What follows belongs to an exercise in optimizing a design on an open flow for small area; a production flow would make more cautious choices. In this exercise RTL edits were held to simulation tests only and were not proved equivalent to the original.

==> design.v <==
`timescale 1ns / 1ps
module DEC_v1(i_inst,o_aluOp,o_in1,o_in2, o_rw , o_msb, o_aluOp_1 , o_in_1, o_isJump , o_in_2 ,o_isLoad
					,o_isStore);
input [15:0] i_inst;
output [8:0] o_aluOp ;  
output[3:0] o_aluOp_1;  
output[7:0] o_in_1;		 
output[2:0] o_in_2;
output [2:0]o_in1,o_in2;
output o_rw;
output o_msb;
output reg o_isJump;
output reg o_isLoad;
output reg o_isStore;
assign o_aluOp = i_inst[14:6];
assign o_in1 = i_inst[5:3];
assign o_in2 = i_inst[2:0];
assign o_aluOp_1 = i_inst[14:11];
assign o_in_1 = i_inst[7:0];
assign o_in_2 = i_inst[10:8];
assign o_msb = i_inst[15];
assign o_rw = 	
					(o_aluOp_1 == 4'b0110)? 1 :		 
					(o_aluOp_1 == 4'b1001)? 1 :		 
					(o_aluOp_1 == 4'b0111)? 1 :		 
					(o_aluOp_1 == 4'b1000)? 0 :		 
					(o_aluOp == 9'b000000000)? 0 : 	 
					(o_aluOp == 9'b000000001)? 1 :	 
					(o_aluOp == 9'b000000010)? 1 :	 
					(o_aluOp == 9'b000000011)? 1 :	 
					(o_aluOp == 9'b000000100)? 1 :	 
					(o_aluOp == 9'b000000101)? 1 :	 
					(o_aluOp == 9'b000000110)? 1 :	 
					(o_aluOp == 9'b000001000)? 1 :	 
					(o_aluOp == 9'b000001001)? 1 :	 
					(o_aluOp == 9'b000001010)? 1 :	 
					(o_aluOp == 9'b000001011)? 1 :	 
					(o_aluOp == 9'b000001100)? 1 :	 
					(o_aluOp == 9'b000001101)? 1 :	 
					(o_aluOp == 9'b000001110)? 1 :	 
					(o_aluOp == 9'b000001111)? 1 :	 
					(o_aluOp == 9'b000010000)? 1 :	 
					(o_aluOp == 9'b000001010)? 1 :	 
					(o_aluOp == 9'b000010010)? 0 :	 
					(o_aluOp == 9'b000010011)? 0 :	 
					(o_aluOp == 9'b000010100)? 1 : 
					0	 
					;
always @(*)
begin 
	if((o_msb == 1) && (o_aluOp_1 < 6))
		begin
			o_isJump = 1;
			o_isLoad = 0;
			o_isStore = 0;
		end
	else if((o_msb == 1) && ((o_aluOp_1 == 6)||(o_aluOp_1 == 9) || (o_aluOp_1 == 7)))
		begin
			o_isJump = 0;
			o_isLoad = 1;
			o_isStore = 0;
		end
	else if ((o_msb == 1) && (o_aluOp_1 == 8))
		begin
			o_isJump = 0;
			o_isLoad = 0;
			o_isStore = 1;
		end	
	else
		begin 
			o_isJump = 0;
			o_isLoad = 0;
			o_isStore = 0;
		end
end
endmodule
`timescale 1ns / 1ps
module RF(i_aluOp,i_addr1,i_addr2,i_addrRw,i_rw,i_dataIn,i_clk,i_rst,o_data1,o_data2
,i_loadStoreReg , o_loadStoreReg 
,i_isLoad); 
input [2:0] i_addr1,i_addr2,i_addrRw;
input [8:0] i_aluOp;
input [7:0] i_dataIn;
input i_clk;
input i_rst;
input i_rw;
output reg [7:0] o_data1;
output reg [7:0] o_data2;
input [2:0]i_loadStoreReg;
output reg [7:0] o_loadStoreReg;
input i_isLoad;
reg [7:0]rf[7:0] ;
always@(*) 
begin
	o_data1 = rf[i_addr1];
	if((i_aluOp>8) && (i_aluOp<15)) 
		o_data2 = {5'b00000,i_addr2};
	else
		o_data2 = rf[i_addr2];	
	o_loadStoreReg = rf[i_loadStoreReg];
end
always @(posedge i_clk)
begin 
	if(i_rst)
	begin
		rf[0] <= 4;
		rf[1] <= 9;
		rf[2] <= 11;
		rf[3] <= 3;
		rf[4] <= 3;
		rf[5] <= 5;
		rf[6] <= 6;
		rf[7] <= 7;
	end
	else if(i_rw == 1)
	begin 	
		rf[i_addrRw] <= i_dataIn ;
	end
	else if(i_isLoad)
	begin 
		rf[i_addrRw] <= i_dataIn ;
	end
end	
endmodule
`timescale 1ns / 1ps
module EXE(i_data1,i_data2,i_aluOp,o_res,o_exe_v1_branchResult
,i_zeroFlag,zeroFlag,i_carryFlag,carryFlag,i_signFlag,signFlag,i_overflowFlag,overflowFlag);
	input[7:0] i_data1,i_data2;
	input[8:0] i_aluOp;
	output reg[7:0] o_res;
	output reg o_exe_v1_branchResult;
	input i_zeroFlag;
	input i_carryFlag;
	input i_signFlag;
	input i_overflowFlag;
	output reg zeroFlag;
	output reg carryFlag;
	output reg signFlag;
	output reg overflowFlag;
	reg[15:0] rotateTemp;
	reg [7:0] idataCopy;
	wire [3:0] aluOp_1;
	assign aluOp_1 = i_aluOp[8:5];	
	always @(*)
	begin 
		case(aluOp_1)
			0:														 
				begin
					if(i_zeroFlag == 1)
						o_exe_v1_branchResult = 1;
					else 
						o_exe_v1_branchResult = 0;					
				end
			1:														 
				begin 
					if(i_carryFlag == 1)
						o_exe_v1_branchResult = 1;
					else
						o_exe_v1_branchResult = 0;
				end
			2:														 
				begin 
					if(i_carryFlag == 0 && i_zeroFlag == 0)
						o_exe_v1_branchResult = 1;
					else
						o_exe_v1_branchResult = 0;
				end
			3:														 
				begin 
					if(i_signFlag != i_overflowFlag)
						o_exe_v1_branchResult = 1;
					else
						o_exe_v1_branchResult = 0;
				end
			4:														 
				begin 
					if( (i_signFlag == i_overflowFlag) && (i_zeroFlag == 0) )
						o_exe_v1_branchResult = 1;
					else
						o_exe_v1_branchResult = 0;
				end		
			5:														 
				begin 				
						o_exe_v1_branchResult = 1;				
				end
			default: 
				o_exe_v1_branchResult = 0;
		endcase				
	end 
	reg[7:0] temp;
	always@(*) 
	begin 
		zeroFlag = i_zeroFlag;
		carryFlag = i_carryFlag;
		signFlag = i_signFlag;
		overflowFlag = i_overflowFlag;
		rotateTemp = 16'b0;
		idataCopy = 8'b0;
		temp = 8'b0;
		case(i_aluOp)
			0:
				begin o_res = 0;							 
				end
			1: 												 
				begin 
					{carryFlag,o_res} = i_data1+i_data2;
					signFlag = o_res[7];
					if(o_res == 0)
						zeroFlag = 1;
					else
						zeroFlag = 0;
					overflowFlag = carryFlag;
				end			
			2:  												 
				begin 
					o_res = i_data1 & i_data2;
					signFlag = o_res[7];
					if(o_res == 0)
						zeroFlag = 1;
					else
						zeroFlag = 0;
					overflowFlag = 0;
					carryFlag = 0;
				end
			3:  												 
				begin 
					o_res = i_data1 - i_data2;
					signFlag = o_res[7];
					if(o_res == 0)
						zeroFlag = 1;
					else
						zeroFlag = 0;
					overflowFlag = carryFlag;
				end 
			4:  												 
			begin 
				o_res = i_data1 | i_data2;
				signFlag = o_res[7];
					if(o_res == 0)
						zeroFlag = 1;
					else
						zeroFlag = 0;
					overflowFlag = 0;
					carryFlag = 0;
			end 
			5:  												 
			begin
				o_res = i_data1 ^ i_data2;			
				signFlag = o_res[7];
					if(o_res == 0)
						zeroFlag = 1;
					else
						zeroFlag = 0;
					overflowFlag = 0;
					carryFlag = 0;
			end 
			6: o_res = i_data2;							 
			8: o_res = ~i_data1; 						 
			9: 												 
			begin 
				o_res = i_data1 >>> i_data2[2:0];
				if(o_res[7] == i_data1[7])
					overflowFlag = 0;
				else 
					overflowFlag = 1; 
				if(i_data2[2:0] == 0)
					carryFlag = 0;
				else
					carryFlag = i_data1[i_data2[2:0]-3'd1];
				signFlag = o_res[7];
				if(o_res == 0)
					zeroFlag = 1;
				else
					zeroFlag = 0;				
			end 
			10: 												 
			begin 
				o_res = i_data1 >> i_data2[2:0];
				if(o_res[7] == i_data1[7])
					overflowFlag = 0;
				else 
					overflowFlag = 1; 
				if(i_data2[2:0] == 0)
					carryFlag = 0;
				else
					carryFlag = i_data1[i_data2[2:0]-3'd1];
				signFlag = o_res[7];
				if(o_res == 0)
					zeroFlag = 1;
				else
					zeroFlag = 0;	
			end 
			11: 												 
			begin 
				o_res = i_data1<<<i_data2[2:0];
				if(o_res[7] == i_data1[7])
					overflowFlag = 0;
				else 
					overflowFlag = 1;  
				if(i_data2[2:0] == 0)
					carryFlag = 0;
				else
					carryFlag = i_data1[3'd0 - i_data2[2:0]];
				signFlag = o_res[7];
				if(o_res == 0)
					zeroFlag = 1;
				else
					zeroFlag = 0;	
			end 
			12: 												 
			begin 
				o_res = i_data1<<i_data2[2:0];
				if(o_res[7] == i_data1[7])
					overflowFlag = 0;
				else 
					overflowFlag = 1;  
				if(i_data2[2:0] == 0)
					carryFlag = 0;
				else
					carryFlag = i_data1[3'd0 - i_data2[2:0]];
				signFlag = o_res[7];
				if(o_res == 0)
					zeroFlag = 1;
				else
					zeroFlag = 0;	
			end 
			13: 												 
				begin
					rotateTemp = {i_data1,i_data1}<< i_data2[2:0];
					o_res = rotateTemp[15:8];
					if(idataCopy[7] == i_data1[7])
					begin 
						overflowFlag = 0;
					end
					else
						overflowFlag = 1;
					carryFlag = o_res[7];
					if(o_res == 0)
						zeroFlag = 1;
					else 
						zeroFlag = 0;
					signFlag = o_res[7];
				end
			14:												 
				begin 
					rotateTemp = {i_data1,i_data1}>> i_data2[2:0];
					o_res = rotateTemp[7:0];
					if(idataCopy[7] == i_data1[7])
					begin 
						overflowFlag = 0;
					end
					else
						overflowFlag = 1;
					carryFlag = o_res[7];
					if(o_res == 0)
						zeroFlag = 1;
					else 
						zeroFlag = 0;
					signFlag = o_res[7];
				end
			15:
				begin 
					{carryFlag, o_res} = i_data1 + 9'd1;			 
					signFlag = o_res[7];
					if(o_res == 0)
						zeroFlag = 1;
					else
						zeroFlag = 0;
					overflowFlag = carryFlag;
				end
			16:
				begin 
					{carryFlag,o_res} = {1'b0,i_data1} - 9'd1;			 
					signFlag = o_res[7];
					if(o_res == 0)
						zeroFlag = 1;
					else
						zeroFlag = 0;
					overflowFlag = carryFlag;
				end
			18: 
			begin 
				o_res = i_data1;									 
			end
			20:														 
			begin 
					temp = i_data1 - i_data2;
					o_res = i_data1;
					signFlag = temp[7];
					if(temp == 0)
						zeroFlag = 1;
					else
						zeroFlag = 0;
					overflowFlag = carryFlag;
				end 
			196: 
				o_res = i_data1;
			default: o_res = 8'b00000011;
		endcase		
	end
endmodule
`timescale 1ns / 1ps
module cpu8(
	input clk,
	input rst,                  
	output [7:0] imem_addr,     
	input [15:0] imem_data,     
	output [7:0] dmem_addr,
	output [7:0] dmem_wdata,
	output dmem_we,
	input [7:0] dmem_rdata,     
	input [7:0] dip,            
	output [7:0] result         
	);
wire [15:0] inst;
assign inst = imem_data;
wire [8:0] dec_v1_aluOp;
wire [2:0] dec_v1_in1;
wire [2:0] dec_v1_in2;
wire [7:0] rf_v1_data1;
wire [7:0] rf_v1_data2;
wire [7:0] exe_v1_result;
wire rw_wire;
wire isJump,msb,exe_v1_branchResult;
wire [3:0] dec_v1_aluOp_1;
wire [7:0] bracnPc;
reg zeroFlagReg, carryFlagReg, signFlagReg, overflowFlagReg;
wire zeroFlagNext, carryFlagNext, signFlagNext, overflowFlagNext;
wire [7:0]loadStoreData;
wire isStore;
wire [7:0]dataMemOutput;
assign dataMemOutput = dmem_rdata;
wire isLoad;
wire [2:0] loadStoreReg;
wire [2:0] rf_addrRW;
wire [7:0] rf_dataIn;
assign rf_addrRW = (isLoad)? loadStoreReg : dec_v1_in1;
assign rf_dataIn =
(isLoad && (dec_v1_aluOp_1 == 4'b0110))? bracnPc:
(isLoad && (dec_v1_aluOp_1 == 4'b1001))? dip:
(isLoad && (dec_v1_aluOp_1 == 4'b0111))? dataMemOutput:
exe_v1_result;
reg [7:0] pc;
assign imem_addr = pc;
assign dmem_addr = bracnPc;
assign dmem_wdata = loadStoreData;
assign dmem_we = isStore;
assign result = exe_v1_result;
DEC_v1 dec_v1(.i_inst(inst),.o_aluOp(dec_v1_aluOp),.o_in1(dec_v1_in1),.o_in2(dec_v1_in2),.o_rw(rw_wire)
, .o_msb(msb), .o_aluOp_1(dec_v1_aluOp_1) , .o_in_1(bracnPc), .o_isJump(isJump)
,.o_in_2(loadStoreReg) , .o_isLoad(isLoad) ,.o_isStore(isStore));
RF rf_v1(.i_aluOp(dec_v1_aluOp),.i_addr1(dec_v1_in1),.i_addr2(dec_v1_in2)
	,.i_addrRw(rf_addrRW)
	,.i_rw(rw_wire)
	,.i_dataIn(rf_dataIn),.i_clk(clk),.i_rst(rst)
	,.o_data1(rf_v1_data1),.o_data2(rf_v1_data2)
	,.i_loadStoreReg(loadStoreReg),.o_loadStoreReg(loadStoreData)
	,.i_isLoad(isLoad));
EXE exe_v1(.i_data1(rf_v1_data1),.i_data2(rf_v1_data2),.i_aluOp(dec_v1_aluOp)
	,.o_res(exe_v1_result),.o_exe_v1_branchResult(exe_v1_branchResult)
	,.i_zeroFlag(zeroFlagReg),.zeroFlag(zeroFlagNext)
	,.i_carryFlag(carryFlagReg),.carryFlag(carryFlagNext)
	,.i_signFlag(signFlagReg),.signFlag(signFlagNext),
	.i_overflowFlag(overflowFlagReg),.overflowFlag(overflowFlagNext));
always @(posedge clk)
begin
	if(rst)
		pc <= 0;
	else if(exe_v1_branchResult && isJump)
		pc <= bracnPc;
	else
		pc <= pc + 1;
end
always @(posedge clk)
begin
	if(rst)
	begin
		zeroFlagReg <= 0;
		carryFlagReg <= 0;
		signFlagReg <= 0;
		overflowFlagReg <= 0;
	end
	else
	begin
		zeroFlagReg <= zeroFlagNext;
		carryFlagReg <= carryFlagNext;
		signFlagReg <= signFlagNext;
		overflowFlagReg <= overflowFlagNext;
	end
end
endmodule
==> run.sh <==
#!/bin/bash
# synth_recipe.tcl (not shown) runs the flow's synth.tcl, then flattens the netlist and writes it again
# the make line also repeats each setting of config.mk as NAME=value (left out here)
make -C /OpenROAD-flow-scripts/flow DESIGN_CONFIG=/design/flow/config.mk WORK_HOME=/design/flow/orfs CLKGATE_MAP_FILE= SYNTH_SCRIPT=/design/flow/synth_recipe.tcl finish
==> config.mk <==
export PLATFORM = sky130hd
export DESIGN_NAME = cpu8
export DESIGN_NICKNAME = cpu8
export VERILOG_FILES = /design/flow/design.v
export SDC_FILE = /design/flow/constraint.sdc
export NUM_CORES = 4
export LEC_CHECK = 0
export CAP_MARGIN = 20
export CORE_MARGIN = 2
export CORE_UTILIZATION = 40
export SLEW_MARGIN = 20
==> constraint.sdc <==
create_clock -name core_clock -period 7.0 [get_ports {clk}]
set_input_delay 1.4000 -clock core_clock [delete_from_list [all_inputs] [get_ports {clk}]]
set_output_delay 1.4000 -clock core_clock [all_outputs]
set_load 0.01 [all_outputs]
==> results.yml <==
global_route:
  use_met2_pct: 49.3
  grt_pass1_vias: 8555
  grt_util_met1_pct: 37.9
  antenna_found_initial: 0
  overflow: 0
  track_usage_pct: 29.3
  grt_max_degree: 37
  use_met3_pct: 3.72
  grt_pass1_wl_mm: 50.7
  busiest_layer: "met2"
clocking:
  insertion_delay_ns: 0.34
  cts_buffer_depth: 2
  cts_made_buffers: 9
  clockRootBuffer: "clkbuf_16"
  hold_buffers: 0
  cts_tree: "built"
  clock_sinks: 76
  clkTransAtPathRegs_ns: 0.06
  cts_max_level: 3
sta:
  min_period_ns: 6.82
  finClkSkew_ns: 0.00943
  relSlewSlack_pct: 42.6
  slew_viol_final: 0
  fin_crit_sh_pct: 97.4
  setup_viol: 0
  rsz0062_at_grt: "no"
  fmax_mhz: 147
  hold_viol: 0
  worst_slew_pin_slew_ns: 0.854
synth:
  synth_area_um2: 8500
  ys_seq_area_share_pct: 25.4
  ys_warn_count: 4
  synthCells: 930
  avgSynthCellArea_um2: 9.14
  ys_types: 88
  synth_edf_count: 64
  synth_area_leaders: "edfxtp_1, mux4_2, mux2i_1, ha_1, nor2_1"
  synthFlopType: "edfxtp_1"
  yosysTopAreaCell: "edfxtp_1"
  synth_async_sr_flop_share_pct: 0
  synth_top_area_share_pct: 22.6
  ys_top_cells_by_count: "nor2_1, nand2_1, edfxtp_1"
  ys_seq_elements: 76
  syn-num-nets: 998
  yosysMostFrequentCell: "nor2_1"
floorplanning:
  die_y_um: 150
  num_io_pins: 67
  rows: 53
  initial_utilization_pct: 40.6
  die_x_um: 150
  fp.coreArea_um2: 21000
  die_area_um2: 22400
placement:
  portBuffers: 66
  dp_hpwl_mm: 24.8
  gp_congestion: 0.971
  place_area_um2: 10100
cells_and_area:
  fillers: 2037
  fin_area_um2: 10500
  nNetsFinal: 1122
  area_growth_pct: 23.8
  antenna_cells: 0
  drive_gt1_share_pct: 24.3
routing:
  ant_nets: 0
  dr.pass1.iters: 5
  wl_per_cell_um: 24.3
  viasPerCell: 6.48
  totalWireLength_mm: 32.4
  drt_iter0_drc: 841
  drc: 0
  vias: 8650
critical_path:
  crit_required_ns: 5.60
  critPathMaxFanout: 5
  arrival_ns: 5.42
  crit_path_end_kind: "output port"
  startpoint_type: "input pin"
  critPathKind: "in -> out"
worst_hold_path:
  hp-class: "reg -> reg"
power_and_ir_drop:
  power_mw: 1.75
  p_leak_nw: 3.95
  power_per_cell_area_nw_per_um2: 167
  max-vdd-ir-drop_mv: 0.143
run:
  maxCapViolations: 0
run_status:
  status: "timing/DRC/antenna clean"
==> report_power, final <==
part           switching (mW)  total (mW)  internal, mW
clock                   0.184       0.461         0.277
sequential             0.0150       0.523         0.508
combinational           0.426       0.770         0.344
==> what timing repair did <==
item                       in CTS  in global routing
gates resized for setup        16                 17
setup buffers                   1                  0
setup endpoints to repair       8                  7
pin swaps                       4                  8
==> final timing paths <==
path | from | slack [ns] | end | cells after the start
worst max-delay path | imem_data[13] | 0.18 | result[2] | 15
worst min-delay path | overflowFlagReg$_SDFFE_PP0P_ | 0.54 | overflowFlagReg$_SDFFE_PP0P_ | 2
worst max register to register | rf_v1.rf[7][0]$_SDFFCE_PN1P_ | 2.40 | rf_v1.rf[4][5]$_SDFFCE_PN0P_ | 17
worst min register to register | overflowFlagReg$_SDFFE_PP0P_ | 0.54 | overflowFlagReg$_SDFFE_PP0P_ | 2
==> cell families after synthesis <==
group                    count (synthesis)  share of synthesized area (%)
AO/OA/AOI/OAI                          228                           18.7
buffers and inverters                  106                           5.93
AND/OR/NAND/NOR                        342                           20.2
adder cells (fa/ha/maj)                 34                           5.18
flip-flops                              76                           25.4
XOR/XNOR                                25                           2.58
multiplexers                           119                           22.0
==> flip-flops by register name, indices dropped and copies added, names as in the netlist <==
register         cells
carryFlagReg         1
overflowFlagReg      1
pc                   8
rf_v1.rf            64
signFlagReg          1
zeroFlagReg          1
==> critical path, stage by stage <==
cell	delay, ns
clkdlybuf4s50_1	0.42
or4b_4	0.55
or3_4	0.38
o211a_1	0.23
a21o_4	0.21
fa_1	0.48
xnor2_2	0.18
o32a_1	0.17
o21ai_1	0.11
a221oi_2	0.20
buf_4	0.15
o31ai_1	0.07
a2111oi_1	0.40
nand3_1	0.15
dlygate4sd2_1	0.30
==> placed cells by master (no fill, tap or decap), types with 5 or more instances in the layout <==
master	synthesis	routed
edfxtp_1	64	64
clkdlybuf4s50_1	0	57
mux2_2	19	19
and2_1	5	5
nor2b_1	13	13
buf_12	0	5
a22oi_1	6	5
nor3_1	42	42
o21ai_1	5	7
xor2_1	7	7
a21oi_1	58	57
nand3_1	39	38
or3_1	6	5
nand2b_1	6	6
a211oi_1	16	15
dfxtp_1	12	12
mux4_2	52	52
clkbuf_16	0	9
o211ai_1	10	10
or4_1	7	7
a221oi_1	10	8
ha_1	32	30
or2_2	7	7
xnor2_1	18	17
o32ai_1	5	5
nor2_1	88	88
nand4_1	15	15
a31oi_1	10	10
o21bai_1	8	8
inv_1	19	19
mux2i_1	47	47
buf_4	10	122
a21o_1	9	8
nand2_1	81	81
o21ai_0	31	28
o31ai_1	10	10
==> final cells by class <==
cell class / instances / area (um2) / area share, %
Inverter: 26 / 108 / 1.02
Clock buffer: 12 / 236 / 2.25
Clock inverter: 4 / 48.8 / 0.464
Sequential cell: 76 / 2160 / 20.5
Multi-Input combinational cell: 748 / 5960 / 56.6
Tap cell: 275 / 344 / 3.27
Timing Repair Buffer: 193 / 1670 / 15.8
==> metal layers <==
layer,up-vias,routed length [um]
met5,-,0
met1,4199,12900
met2,497,15600
met3,111,2340
met4,0,1620
li1,3843,-
==> per-stage QoR <==
step / TNS [ns] / hold slack [ns] / worst slack, ns / utilization [%] / cells
floorplan: 0 / 0.497 / 0.292 / - / 930
global placement: -1.03 / 0.527 / -0.326 / 48.3 / 1317
detailed placement: -1.23 / 0.522 / -0.294 / 48.3 / 1317
CTS: 0 / 0.537 / 0.00400 / 49.9 / 1334
global route: 0 / 0.620 / 0.00189 / 50.2 / 1334
finish: 0 / 0.544 / 0.183 / 50.2 / 1334

[separate check: timing with driven ports]
The flow's constraints put no driver on any port. The routed layout listed below was extracted and timed again, unchanged, in two steps.
Step 1: set_driving_cell puts a clkbuf_16 on clk and a buf_2 on each other input, an assumption about the parent block.
Step 2 moves the port delays by t, midway between the first and last clock arrival at a register: inputs arrive t later, outputs are due t later. That takes back most of the time a late clock gives input paths.
Three values: ideal ports, drivers, drivers and shift; two values: the first two.
t, ns: 0.376
slack for setup (ns): 0.183 / 0.158 / 0.158
worst hold slack (ns): 0.544 / 0.544 / 0.544
After both steps this run still meets setup and hold. For this run, drivers alone change the setup slack by -0.025 ns; drivers and shift together by -0.025 ns.
